From an optimization exercise on the open Yosys and OpenROAD flow, aimed at small area and a short achievable clock period; shortcuts taken in it are not production practice.
Function not checked in this run: the RTL went through the layout flow alone.
Power figures rest on the tool's default switching activity, not on a simulated workload.

### design/flow/run.sh
#!/bin/bash
# synth_recipe.tcl (not shown) runs the flow's synth.tcl, then flattens the netlist and writes it again
# the make line also repeats each setting of config.mk as NAME=value (left out here)
make -C /OpenROAD-flow-scripts/flow DESIGN_CONFIG=/design/flow/config.mk WORK_HOME=/design/flow/orfs CLKGATE_MAP_FILE= SYNTH_SCRIPT=/design/flow/synth_recipe.tcl finish
### design/flow/config.mk
export PLATFORM = sky130hd
export DESIGN_NAME = processor
export DESIGN_NICKNAME = processor
export VERILOG_FILES = /design/flow/design.v
export SDC_FILE = /design/flow/constraint.sdc
export NUM_CORES = 4
export LEC_CHECK = 0
export CAP_MARGIN = 30
export CORE_MARGIN = 2
export CORE_UTILIZATION = 30
export PLACE_DENSITY = 0.34
export SETUP_SLACK_MARGIN = 0.3
export SLEW_MARGIN = 45
### design/flow/constraint.sdc
create_clock -name core_clock -period 12.0 [get_ports {clk}]
set_input_delay 2.4000 -clock core_clock [delete_from_list [all_inputs] [get_ports {clk}]]
set_output_delay 2.4000 -clock core_clock [all_outputs]
set_load 0.01 [all_outputs]
### design/flow/design.v
`timescale 1ns / 1ps
module processor(
    input clk, reset,
    input [31:0] Instr,
    output [7:0] PC,
    output [31:0] Result
    );
    wire [6:0] Funct7, Opcode;
    wire [2:0] Funct3;
    wire [3:0] Operation;
    wire ALUSrc, MemtoReg, RegWrite, MemRead, MemWrite;
    wire [1:0] ALUOp;
    Controller controller(.Opcode(Opcode), .ALUSrc(ALUSrc), .MemtoReg(MemtoReg), .RegWrite(RegWrite), .MemRead(MemRead), .MemWrite(MemWrite), .ALUOp(ALUOp));
    ALUController alu_controller(.ALUOp(ALUOp), .Funct7(Funct7), .Funct3(Funct3), .Operation(Operation));
    data_path datapath(.clk(clk), .reset(reset), .reg_write(RegWrite), .mem2reg(MemtoReg), .alu_src(ALUSrc), .mem_write(MemWrite), .mem_read(MemRead), .alu_cc(Operation), .opcode(Opcode), .funct7(Funct7), .funct3(Funct3), .instr(Instr), .pc(PC), .alu_result(Result));
endmodule   
`timescale 1 ns / 1 ps
module data_path #(
    parameter PC_W = 8,                 
    parameter INS_W = 32,               
    parameter RF_ADDRESS = 5,           
    parameter DATA_W = 32,              
    parameter DM_ADDRESS = 9,           
    parameter ALU_CC_W = 4              
)(                                      
    input                  clk,         
    input                  reset,       
    input                  reg_write,   
    input                  mem2reg,     
    input                  alu_src,     
    input                  mem_write,   
    input                  mem_read,    
    input  [ALU_CC_W-1:0]  alu_cc,      
    output          [6:0]  opcode,      
    output          [6:0]  funct7,      
    output          [2:0]  funct3,      
    input    [INS_W-1:0]  instr,       
    output          [7:0]  pc,          
    output   [DATA_W-1:0]  alu_result   
);
    wire [7:0] PC;
    wire carry_out, zero, overflow;
    wire [31:0] instruct, Reg1, Reg2, SrcB, ExtImm, WriteBack_Data, ALU_Result, DataMem_Read;
    ALU_32 ALU_instant(.A_in(Reg1), .B_in(SrcB), .ALU_ctrl(alu_cc), .ALU_out(ALU_Result), .carry_out(carry_out), .zero(zero), .overflow(overflow));
    FlipFlop FF_instant(.clk(clk), .reset(reset), .d(PC + 4), .q(PC));
    ImmGen IG_instant(.InstCode(instruct[31:0]), .ImmOut(ExtImm));
    mux21 MUX0_instant(.S(alu_src), .D1(Reg2), .D2(ExtImm), .Y(SrcB));
    mux21 MUX1_instant(.S(mem2reg), .D1(ALU_Result), .D2(DataMem_Read), .Y(WriteBack_Data));
    DataMem DM_instant(.clk(clk), .MemRead(mem_read), .MemWrite(mem_write), .addr(ALU_Result[8:0]), .write_data(Reg2), .read_data(DataMem_Read));
    RegFile RF_instant(.clk(clk), .reset(reset), .rg_wrt_en(reg_write), .rg_wrt_addr(instruct[11:7]), .rg_rd_addr1(instruct[19:15]), .rg_rd_addr2(instruct[24:20]), .rg_wrt_data(WriteBack_Data), .rg_rd_data1(Reg1), .rg_rd_data2(Reg2));
    assign instruct = instr;
    assign pc = PC;
    assign opcode = instruct[6:0];
    assign funct7 = instruct[31:25];
    assign funct3 = instruct[14:12];
    assign alu_result = ALU_Result;
endmodule   
`timescale 1ns / 1ps
module Controller(
    Opcode,
    ALUSrc,
    MemtoReg,
    RegWrite,
    MemRead,
    MemWrite,
    ALUOp
    );
    input [6:0] Opcode;
    output reg ALUSrc, MemtoReg, RegWrite, MemRead, MemWrite;
    output reg [1:0] ALUOp;
    always @(*)
    begin
        MemtoReg = 1'b0;
        MemWrite = 1'b0;
        MemRead = 1'b0;
        ALUSrc = 1'b0;
        RegWrite = 1'b0;
        ALUOp = 2'b00;
        case(Opcode)
            7'b0100011: begin
                MemtoReg = 1'b0;
                MemWrite = 1'b1;
                MemRead = 1'b0;
                ALUSrc = 1'b1;
                RegWrite = 1'b0;
                ALUOp = 2'b01;
            end
            7'b0000011: begin
                MemtoReg = 1'b1;
                MemWrite = 1'b0;
                MemRead = 1'b1;
                ALUSrc = 1'b1;
                RegWrite = 1'b1;
                ALUOp = 2'b01;
            end
            7'b0010011: begin
                MemtoReg = 1'b0;
                MemWrite = 1'b0;
                MemRead = 1'b0;
                ALUSrc = 1'b1;
                RegWrite = 1'b1;
                ALUOp = 2'b00;
            end
            7'b0110011: begin
                MemtoReg = 1'b0;
                MemWrite = 1'b0;
                MemRead = 1'b0;
                ALUSrc = 1'b0;
                RegWrite = 1'b1;
                ALUOp = 2'b10;
            end
        endcase
    end
endmodule   
`timescale 1ns / 1ps
module ALUController (
    ALUOp, Funct7, Funct3, Operation
    );
    input [1:0] ALUOp;
    input [6:0] Funct7;
    input [2:0] Funct3;
    output [3:0] Operation;
    assign Operation[0]=
        ((Funct3[1] == 1)&&
         (Funct3 != 3'b111)&&
         (ALUOp[0] == 0))
         ? 1'b1 : 1'b0;
    assign Operation[1] = (Funct3[2] == 1) ? 1'b0 : 1'b1;
    assign Operation[2]=
        ((Funct3 == 3'b100)||
         (Funct7[5] == 1 && Funct3 == 3'b000 && ALUOp == 2'b10)||
         (Funct3 == 3'b010 && ALUOp[0] != 1))
         ? 1'b1 : 1'b0;
    assign Operation[3] = (Funct3 == 3'b100) ? 1'b1 : 1'b0;
endmodule  
`timescale 1ns / 1ps
module ALU_32(A_in, B_in, ALU_ctrl, ALU_out, carry_out, zero, overflow);
    input [31:0] A_in, B_in;
    input [3:0] ALU_ctrl;
    output [31:0] ALU_out;
    output overflow, zero, carry_out;
    reg [31:0] ALU_reg;
    reg [32:0] tmp;
    assign ALU_out = ALU_reg;
    assign carry_out = tmp[32];
    always @(*)
    begin
        tmp = 33'b0;
        case(ALU_ctrl)
            4'b0000: ALU_reg = A_in & B_in;
            4'b0001: ALU_reg = A_in | B_in;
            4'b0010: {tmp, ALU_reg} = $signed(A_in) + $signed(B_in);
            4'b0110: {tmp, ALU_reg} = $signed(A_in) - $signed(B_in);
            4'b0111: ALU_reg = $signed(A_in) < $signed(B_in);
            4'b1100: ALU_reg = ~(A_in | B_in);
            4'b1111: ALU_reg = A_in == B_in;
            default: {tmp, ALU_reg} = $signed(A_in) + $signed(B_in);  
        endcase
    end
    assign overflow = (A_in[31] == B_in[31]) & (A_in[31] != ALU_out[31]);
    assign zero = (ALU_out == 32'b0);
endmodule  
`timescale 1ns / 1ps
module RegFile(
    clk, reset, rg_wrt_en,
    rg_wrt_addr,
    rg_rd_addr1,
    rg_rd_addr2,
    rg_wrt_data,
    rg_rd_data1,
    rg_rd_data2
    );
    input clk, reset, rg_wrt_en;
    input [4:0] rg_wrt_addr, rg_rd_addr1, rg_rd_addr2;
    input [31:0] rg_wrt_data;
    output reg [31:0] rg_rd_data1, rg_rd_data2;
    reg [31:0] register_file [31:0];
    integer i;
    always @(posedge clk or posedge reset) begin
        if (reset) begin
            for(i = 0; i < 32; i = i + 1) begin
                register_file[i] <= 32'h00000000;
            end
        end else begin
            if (rg_wrt_en && rg_wrt_addr != 5'b0) begin  
                register_file[rg_wrt_addr] <= rg_wrt_data;
            end
        end
    end
    always @(*) begin
        rg_rd_data1 = register_file[rg_rd_addr1];
        rg_rd_data2 = register_file[rg_rd_addr2];
    end
endmodule  
`timescale 1 ns / 1 ps
module DataMem(clk, MemRead, MemWrite, addr, write_data, read_data);
    input clk, MemRead, MemWrite;
    input [8:0] addr;
    input [31:0] write_data;
    output reg [31:0] read_data;
    reg [31:0] data_mem [127:0];   
    wire [6:0] mem_addr = addr[8:2];   
    assign read_data = (MemRead) ? data_mem[mem_addr] : 32'b0;
    always @(posedge clk) begin
        if (MemWrite) begin
            data_mem[mem_addr] <= write_data;   
        end
    end
endmodule   
`timescale 1ns / 1ps
module FlipFlop(clk, reset, d, q);
    input clk, reset;  
    input [7:0] d;  
    output reg [7:0] q;
    always @(posedge clk)
        begin
            if (reset == 1'b1)
                q <= 8'b00000000;
            else
                q <= d;
        end
endmodule  
`timescale 1ns / 1ps
module mux21(
    input S,
    input [31:0] D1,
    input [31:0] D2,
    output [31:0] Y);
    assign Y = S ? D2 : D1;
endmodule
`timescale 1ns / 1ps
module ImmGen(InstCode, ImmOut);
    input [31:0] InstCode;
    output reg [31:0] ImmOut;
    always @(InstCode) begin
        case (InstCode [6:0])
            7'b0000011:
                ImmOut = {InstCode [31]? {20{1'b1}}:20'b0, InstCode [31:20]};
            7'b0010011:
                ImmOut = {InstCode [31]? {20{1'b1}}:20'b0, InstCode [31:20]};
            7'b0100011:
                ImmOut = {InstCode [31]? {20{1'b1}}:20'b0, InstCode [31:25], InstCode [11:7]};
            7'b0010111:
                ImmOut = {InstCode [31:12], 12'b0};
            default:
                ImmOut = {32'b0};
        endcase
    end
endmodule
==> results.txt <==
peak supply drop -> 0.158 mV
clock skew -> 0.0956 ns
Root Driver -> clkbuf_16
syn avg cell area -> 12.1 um2
FP Rows -> 313
min-delay src -> datapath.RF_instant.register_file[0][13]$_DFFE_PP0P_
TritonRoute pass-1 iters -> 6
post-synth top area share -> 56.4%
P_leak -> 95.0 nW
maximum buffer depth of the clock tree -> 4
Routed WL -> 1180 mm
CTS tree -> built
Critical Path, Cell by Cell -> dlymetal6s2s_1 > buf_4 > nor2_1 > inv_1 > nor3_2 > buf_4 > buf_4 > a22oi_1 > nand2_1 > nor4_1 > nand2_1 > o21a_1 > ha_1 > o21ai_0 > nand2b_1 > and3_1 > a211oi_2 > buf_4 > o31ai_1 > a311oi_1 > mux2i_1 > nand3_2 > buf_4 > clkdlybuf4s50_1
dominant cell type by area after synthesis -> edfxtp_1
worst slew pin tran -> 0.880 ns
CTS Sinks -> 5126
die area -> 733000 um2
EDFF count, synth -> 4096
cts bufs inserted -> 621
number of buffers inserted by hold repair at cts -> 0
port bufs -> 71
clock latency (worst-skew pair) -> 1.15 ns
Core Region -> 725000 um2
slowest stage cell, crit path -> buf_4
final worst setup slack -> 0.571 ns
# fillers -> 71100
Tcrit/Tclk final -> 95.2%
Mapped Area -> 218000 um2
fin util -> 36.1%
DR WL/cell -> 40.8 um
Period minus WS final -> 11.43 ns
count leader, synth -> nand2_1
Fmax achieved -> 0.0875 GHz
Via density -> 5.65
PwrDens -> 160 nW/um2
clk slew on worst S/H paths -> 0.05 ns
# DRC -> 0
RR Startpoint -> datapath.RF_instant.register_file[24][0]$_DFFE_PP0P_
Via Count -> 163000
vias in the first global route -> 154000
slew margin rel. -> 41.1%
final setup vio count -> 0
Ports -> 74
Post-synth top cells -> nand2_1, edfxtp_1, nand3_1
layout cells sized above 1 -> 15.2%
initial DRC count -> 21700
Ys Warns -> 9
Post-DP HPWL -> 772 mm
Max Cap Violations -> 0
Crit Path Max Fanout -> 22
dpl ws -> -0.473 ns
Die Ht -> 856 um
crit-path max cell delay -> 0.52 ns
Initial Util -> 30.0%
top post-synthesis cells by area -> edfxtp_1, dfrtp_1, nand2_1
Gate Count Post-Synth -> 18100
grt total ovfl -> 0
crit start category -> input port
power consumption -> 0.0419 W
Max Slew Vio Count -> 0
critical path arrival -> 9.03 ns
CTS H-tree depth -> 6
Fin. Hold Viols -> 0
CP startpoint -> Instr[19]
Yosys cell types -> 111
initial antenna violation count -> 128
Final nets -> 18800
Area Growth Syn to Fin -> 20.2%
total track usage -> 31.1%
fraction of registers with async set/reset -> 20.0%
Tightest Hold Check Type -> reg2reg
CP delay by family, top -> buffers and inverters
die width -> 856 um
pin count of the biggest net entering global routing -> 118
CP most frequent cell -> buf_4
post-synthesis register bit count -> 5126
RSZ-0062 raised after global routing -> false
final std cells w/o fill -> 28900
Primary FF master, synth -> edfxtp_1
CP Capture Type -> primary output
WS Path Type -> in2out
status -> complete, no violations
first-pass GRT wire length -> 1550 mm
post-synthesis sequential area ratio -> 68.3%
Req. time, crit path -> 9.60 ns
WP buf/inv -> 8
Cells after DPL -> 27700
Detail Route Antenna Nets -> 0
global placer's final weighted congestion -> 0.918
hold_ws -> 0.401 ns
what timing repair did:
action | 4_1_cts | 5_1_grt
pin swaps | 2 | 1
endpoints found under the hold margin | 0 | 0
gates resized for setup | 21 | 23
setup endpoints to repair | 18 | 17
setup buffers | 3 | 3
power breakdown:
part	internal, W	switching (W)
Sequential	0.0191	0.0000637
Clock	0.0103	0.00794
Combinational	0.00113	0.00334
layout by cell type, fill, tap and decap left out, types with 42 or more instances in the layout:
cell type,count
nand2_1,4325
edfxtp_1,4096
nand3_1,1497
dfrtp_1,1024
buf_4,1012
o21ai_0,934
clkbuf_16,634
a22oi_1,569
a21oi_1,543
mux2i_1,495
buf_12,282
nor2_1,223
nor2_4,206
a221oi_1,197
clkbuf_1,186
and3_1,184
a31oi_1,159
a22o_1,157
a32oi_1,139
nand4_1,138
mux2_2,124
clkinv_1,118
inv_1,116
diode_2,105
a211oi_1,103
o21ai_1,91
ha_1,88
clkinv_2,77
o31ai_1,69
buf_6,58
clkdlybuf4s50_1,57
o22ai_1,56
nor3_1,55
a311oi_1,51
a32o_1,42
cell type report:
class,count,area [um2],share of cell area [%]
repair buffers,1456,15400,5.86
diodes,105,263,0.100
clock inverters,264,2060,0.788
inverters,126,524,0.200
multi-input cells,11400,66000,25.2
clock buffers,848,16900,6.47
well taps,9607,12000,4.59
flip-flops and latches,5126,149000,56.8
per-layer routing:
metal	vias up	track usage [%]	share of wire, %	routed length (um)
met5	-	0	0.0051	60
met4	10	9.96	3.9	45900
met3	1490	4.57	6.6	77300
met2	6826	48.3	45	526000
met1	86400	44.9	45	530000
li1	68600	-	-	-
worst reg2reg max path, cell delays in order, from the launching register on:
cell and delay (ns):
dfrtp_1 0.52, a22o_1 0.31, a221oi_1 0.21, nand4_1 0.18
o32a_2 0.47, nor2_1 0.14, o21ai_0 0.11, o221a_2 0.19
buf_4 0.14, ha_1 0.19, inv_1 0.07, a21oi_1 0.14
nor3b_1 0.18, o311ai_0 0.52, o22ai_2 0.23, xnor2_2 0.47
o21a_4 0.24, clkinv_2 0.43, nand2_8 0.65, buf_4 0.48
a211oi_2 0.07, buf_4 0.21, a31oi_1 0.61, o2111ai_1 0.41
buf_4 0.32, o22ai_2 0.29, buf_12 0.22, o21ai_0 0.16
sequential cells by signal, summed over array words and instances, names as in the netlist:
signal and flops:
datapath.DM_instant.data_mem 4096, datapath.RF_instant.register_file 1024, datapath.FF_instant.q 6
cell families after synthesis:
| group | Yosys count | synth area share (%) |
|---|---|---|
| multiplexers | 625 | 2.95 |
| other | 1 | 0.00172 |
| adder cells (fa/ha/maj) | 90 | 0.524 |
| AO/OA/AOI/OAI | 3652 | 11.3 |
| XOR/XNOR | 12 | 0.0482 |
| AND/OR/NAND/NOR | 7000 | 13.8 |
| buffers and inverters | 1545 | 3.14 |
| flip-flops | 5126 | 68.3 |
path summary, 6_finish.rpt:
kind | slack [ns] | to | cells past startpoint
worst max-delay path | 0.57 | Result[20] | 24
worst min-delay path | 0.40 | datapath.RF_instant.register_file[0][13]$_DFFE_PP0P_ | 0
worst max register to register | 3.71 | datapath.RF_instant.register_file[31][24]$_DFFE_PP0P_ | 27
worst min register to register | 0.40 | datapath.RF_instant.register_file[0][13]$_DFFE_PP0P_ | 0
max in group asynchronous | 8.22 | datapath.RF_instant.register_file[13][25]$_DFFE_PP0P_ | 7
min in group asynchronous | 1.92 | datapath.RF_instant.register_file[5][20]$_DFFE_PP0P_ | 3
metrics by stage:
stage | TNS (ns) | cell area [um2]
finish | 0 | 262000
global route | 0 | 262000
CTS | 0 | 261000
detailed placement | -1.84 | 242000
global placement | -33.85 | 241000
floorplan | -4622.27 | 218000

-- re-timing with driven ports --
The flow's constraints put no driver on any port. The routed layout listed below was extracted and timed again, unchanged, in two steps.
Step 1: set_driving_cell puts a clkbuf_16 on clk and a buf_2 on each other input, an assumption about the parent block.
Step 2 adds t to the input delays and takes it off the output delays; t is the mean of the earliest and latest rising clock arrival at the registers after step 1. Input paths then give back, and output paths get back, about the clock's delay inside the block.
Slacks: ideal ports / drivers / drivers and shift; pairs: ideal ports / drivers.
t (ns): 1.244
slack for setup (ns): 0.571 / 0.549 / 0.549
worst setup path at the end: input to output
slew at the worst register clock pin (ns): 0.07 / 0.07
cell pins on the clock port's net: 1
After both steps setup and hold are still met in this run. For this run, drivers alone change the setup slack by -0.022 ns; drivers and shift together by -0.022 ns.
